What follows belongs to an exercise in optimizing a design on an open flow for a short achievable clock period and few clock cycles; a production flow would make more cautious choices. In this exercise RTL edits were held to simulation tests only and were not proved equivalent to the original. No activity file was given, so power comes from the tool's default toggle rates.

## rev 12
## cpu
module cpu(clk,rst_n, iaddr, instr, wdata, we, addr, re, rdata, hlt);
input clk,rst_n;
input [15:0] instr;
input [15:0] rdata;
output we, re;
output [15:0] iaddr;
output [15:0] addr;
output [15:0] wdata;
output hlt;
function [15:0] satadd;
  input [15:0] a, b;
  reg [15:0] s;
  begin
    s = a + b;
    if (a[15] == b[15] && s[15] != a[15])
      satadd = a[15] ? 16'h8000 : 16'h7fff;
    else
      satadd = s;
  end
endfunction
wire        kill_e;           
wire        redirect_ex;      
wire        redirect_id;      
wire        redirect = kill_e | redirect_ex | redirect_id;
wire [15:0] redirect_pc;
reg         stall_id;         
wire        halt_dec;         
reg         halted;
reg  [15:0] pc;
reg  [15:0] ras;              
wire [15:0] pc1 = pc + 16'd1;
wire [3:0]  if_op    = instr[15:12];
wire        if_jal   = (if_op == 4'hD);
wire        if_br    = (if_op == 4'hC) & (|instr[8:0]);
wire        if_jr    = (if_op == 4'hE);
wire [2:0]  if_cc    = instr[11:9];
wire        if_bra   = (if_op == 4'hC);
  ...
export LEC_CHECK = 0
export ABC_CLOCK_PERIOD_IN_PS = 2200
export CAP_MARGIN = 20
export CORE_MARGIN = 2
export CORE_UTILIZATION = 40
export SETUP_SLACK_MARGIN = 3.8
export SLEW_MARGIN = 20
create_clock -name core_clock -period 6.2 [get_ports {clk}]
standard.sh (not shown) runs the stock make flow with config.mk's settings and CLKGATE_MAP_FILE= SYNTH_SCRIPT=/design/flow/synth_recipe.tcl, a recipe that flattens the netlist after the stock synthesis.
==> flow/flow/run.sh <==
#!/bin/bash
# The standard layout (the standard.sh) with two changes:
#  - synthesis does not map adders onto the library's full/half-adder cells
#    (ADDER_MAP_FILE left empty), so abc restructures the carry logic for
#    speed; registers are unchanged;
#  - every input and output port is still buffered, but with buf_4 instead
#    of the delay-cell buffer buffer_ports picks by itself.
# make's full output goes to make.log in the work folder.
set -euo pipefail
bash standard.sh ADDER_MAP_FILE= "BUFFER_PORTS_ARGS=-buffer_cell sky130_fd_sc_hd__buf_4" finish > make.log 2>&1
Rev 12 went all the way through the flow, and no timing, DRC or antenna check failed.
Testbench counts of rev 12, summed over its fixed seeds: cycles 68,708.
What rev 13 does differently from rev 12 at the input level:
- a change of CORE_UTILIZATION from 40 to 55
- an added PLACE_DENSITY of 0.7
Notes after the runs:
- Rev 13 was carried through to the last stage, and its layout satisfied the timing, design-rule and antenna checks.
- Rev 12 was carried through to the last stage, and its layout satisfied the timing, design-rule and antenna checks.
- Rev 12 has a higher worst-margin pin slew than rev 13.
- Looking at fraction of met1 tracks used by global routing, rev 13 sits 13 points higher than rev 12 does.
- Layout overhead on the synthesized area in rev 13 is 0.38 points lower than in rev 12

========
Setup of run 1:
cpu, a different RTL version from the one above (not shown whole).
Size in the first run: ~560 flip-flops, roughly 85 I/O pins, roughly 29000 sq um of cells after synthesis.
Design cpu, start of the top module:
module cpu(clk,rst_n, iaddr, instr, wdata, we, addr, re, rdata, hlt);
Settings: LEC_CHECK=0, ABC_AREA=1, ABC_CLOCK_PERIOD_IN_PS=1000, CAP_MARGIN=20, CORE_MARGIN=2, CORE_UTILIZATION=40, PLACE_DENSITY=0.75, SETUP_SLACK_MARGIN=3.8, SLEW_MARGIN=20; clock period 6.2 ns.
Scripts as last shown in full above: flow/flow/run.sh
Testbench counts of run 1, summed over its fixed seeds: cycles 68,708.
Input-level comparison between run 2 and run 1:
# run 1
export LEC_CHECK = 0
export ABC_AREA = 1
export ABC_CLOCK_PERIOD_IN_PS = 1000
export CAP_MARGIN = 20
export CORE_MARGIN = 2
export CORE_UTILIZATION = 40
export PLACE_DENSITY = 0.75
export SETUP_SLACK_MARGIN = 3.8
export SLEW_MARGIN = 20
create_clock -name core_clock -period 6.2 [get_ports {clk}]
# run 2
export LEC_CHECK = 0
export ABC_AREA = 1
export ABC_CLOCK_PERIOD_IN_PS = 1000
export CAP_MARGIN = 20
export CORE_MARGIN = 2
export CORE_UTILIZATION = 40
export SETUP_SLACK_MARGIN = 4.3
export SLEW_MARGIN = 20
create_clock -name core_clock -period 6.2 [get_ports {clk}]
## What came out
Dominant kind of cell: flip-flops and latches -> run 1, multi-input combinational cells -> run 2. Maximum fanout count along the critical path for run 2: 31 down relative to run 1. [compare] base=run 1 new=run 2: wire length of the first global-routing pass up 2.5%; aggregate routed wire length increased by 2.8% relative to the old numbers; power consumed by combinational cells now larger; final total power went up by about 5%; distinct cell type count of the synthesized netlist shows no meaningful change.
Edits applied to the flow inputs when going from run 2 to run 3:
# run 2
export LEC_CHECK = 0
export ABC_AREA = 1
export ABC_CLOCK_PERIOD_IN_PS = 1000
export CAP_MARGIN = 20
export CORE_MARGIN = 2
export CORE_UTILIZATION = 40
export SETUP_SLACK_MARGIN = 4.3
export SLEW_MARGIN = 20
create_clock -name core_clock -period 6.2 [get_ports {clk}]
# run 3
export LEC_CHECK = 0
export ABC_AREA = 1
export ABC_CLOCK_PERIOD_IN_PS = 1000
export CAP_MARGIN = 20
export CORE_MARGIN = 2
export CORE_UTILIZATION = 40
export SETUP_SLACK_MARGIN = 3.8
export SLEW_MARGIN = 20
create_clock -name core_clock -period 6.2 [get_ports {clk}]
==> summary.txt <==
Run 2 has a lower final critical-path share of the clock period than run 3. Run 3 ends up with lower post-CTS setup repair buffer count than run 2 does. When the final numbers for run 3 and run 2 were put side by side, the detailed-route wire length turned out to be greater in run 2. Run 2 and run 3 ended up with roughly the same number of logic stages on the critical path including buffering. Placer congestion estimate delta for run 3 relative to run 2: about 6% lower. Fraction of area in multi-input gates, run 3 and run 2: lower on run 3. Run 3 completed end to end with timing, DRC and antenna clean. Run 3 reports its top layer reached by signal wires as met5 while run 2 reports met4. Number of clock buffers in the layout, run 3 and run 2: higher on run 2.

========
cpu, a different RTL version from the one above (not shown whole).
For scale: about 85 I/O pins, ~29000 sq um of cells after synthesis.
clock: 6.2 ns
lec_check: 0
abc_area: 1
abc_clock_period_in_ps: 1000
cap_margin: 20
core_margin: 2
core_utilization: 30
setup_slack_margin: 4.3
slew_margin: 20
Scripts as last shown in full above: flow/flow/run.sh
The starting point completed with no timing, DRC or antenna violations.
Testbench counts at the start, summed over its fixed seeds: cycles 68,708.
Rerun with:
Settings changed: CORE_UTILIZATION 30 to 40.
What happened:
- setup slack is about the same
- worst hold slack stays flat
- non-clock buffer count shrinks by 63
- critical path depth goes up by 1
- clock skew rises by 5.8 ps
- clock power came out lower by about 1%
- die area shrinks by 25%
- clock-buffer cell count increases by 19
- final area decreases by 3.6%
- global-route usage is higher by 7.1 points

========
run a:
Another version of the RTL of cpu (not shown whole).
Size: roughly 3,500 cells after synthesis, roughly 85 I/O pins, roughly 29,000 um2 of cells after synthesis.
export LEC_CHECK = 0
export ABC_AREA = 1
export ABC_CLOCK_PERIOD_IN_PS = 1000
export CAP_MARGIN = 20
export CORE_MARGIN = 2
export CORE_UTILIZATION = 30
export SETUP_SLACK_MARGIN = 4.3
export SLEW_MARGIN = 20
create_clock -name core_clock -period 6.2 [get_ports {clk}]
Scripts as last shown in full above: flow/flow/run.sh
Run a closes out successfully: all stages finished, all timing, DRC and antenna checks passed.
Testbench counts of run a, summed over its fixed seeds: cycles 68,708.
Setup changes, run a to run b
Settings: a change of CORE_UTILIZATION from 30 to 40; a change of SETUP_SLACK_MARGIN from 4.3 to 5.0.
The final period utilization of run b exceeds that of run a by 1.2 points. Relative to run a, run b improves setup skew after layout. In the reports for run b and run a, the larger utilization of the core after routing belongs to run b. Measured slew at the worst slew-check pin for run b: 0.049 ns down relative to run a.

[separate check: timing with driven ports]
The results above use ideal ports. As a check the final layouts listed here were re-extracted and re-timed, cells and wires unchanged. Step 1 assumes that a clkbuf_16 drives the clock port and a buf_2 every other input. Step 2 moves the port delays by t, midway between the first and last clock arrival at a register: inputs arrive t later, outputs are due t later. That takes back most of the time a late clock gives input paths. Three values: no drivers, after step 1, after step 2; two values: the first two.
run	t (ns)	setup slack, ns	worst hold slack (ns)	clock arrival spread, ns
rev 12	0.697	2.721 / 2.751 / 2.055	0.337 / 0.337 / 0.337	0.059 / 0.059
rev 13	0.698	2.578 / 2.586 / 1.888	0.329 / 0.329 / 0.329	0.040 / 0.040
run 1	0.679	3.467 / 3.467 / 2.827	0.337 / 0.337 / 0.337	0.036 / 0.036
run 2	0.702	3.546 / 3.546 / 2.880	0.340 / 0.340 / 0.340	0.032 / 0.032
run 3	0.697	3.506 / 3.506 / 2.847	0.340 / 0.340 / 0.340	0.045 / 0.045
the first run of note 3	0.706	3.633 / 3.578 / 2.997	0.339 / 0.339 / 0.339	0.034 / 0.034
the second run of note 3	0.679	3.635 / 3.596 / 3.004	0.340 / 0.340 / 0.340	0.037 / 0.038
run a	0.682	3.558 / 3.558 / 2.944	0.340 / 0.340 / 0.340	0.040 / 0.041
run b	0.734	3.481 / 3.481 / 2.848	0.341 / 0.341 / 0.341	0.025 / 0.024
After both steps every run listed still meets setup and hold. For rev 13, which loses most, drivers alone change the setup slack by +0.008 ns; drivers and shift together by -0.690 ns.
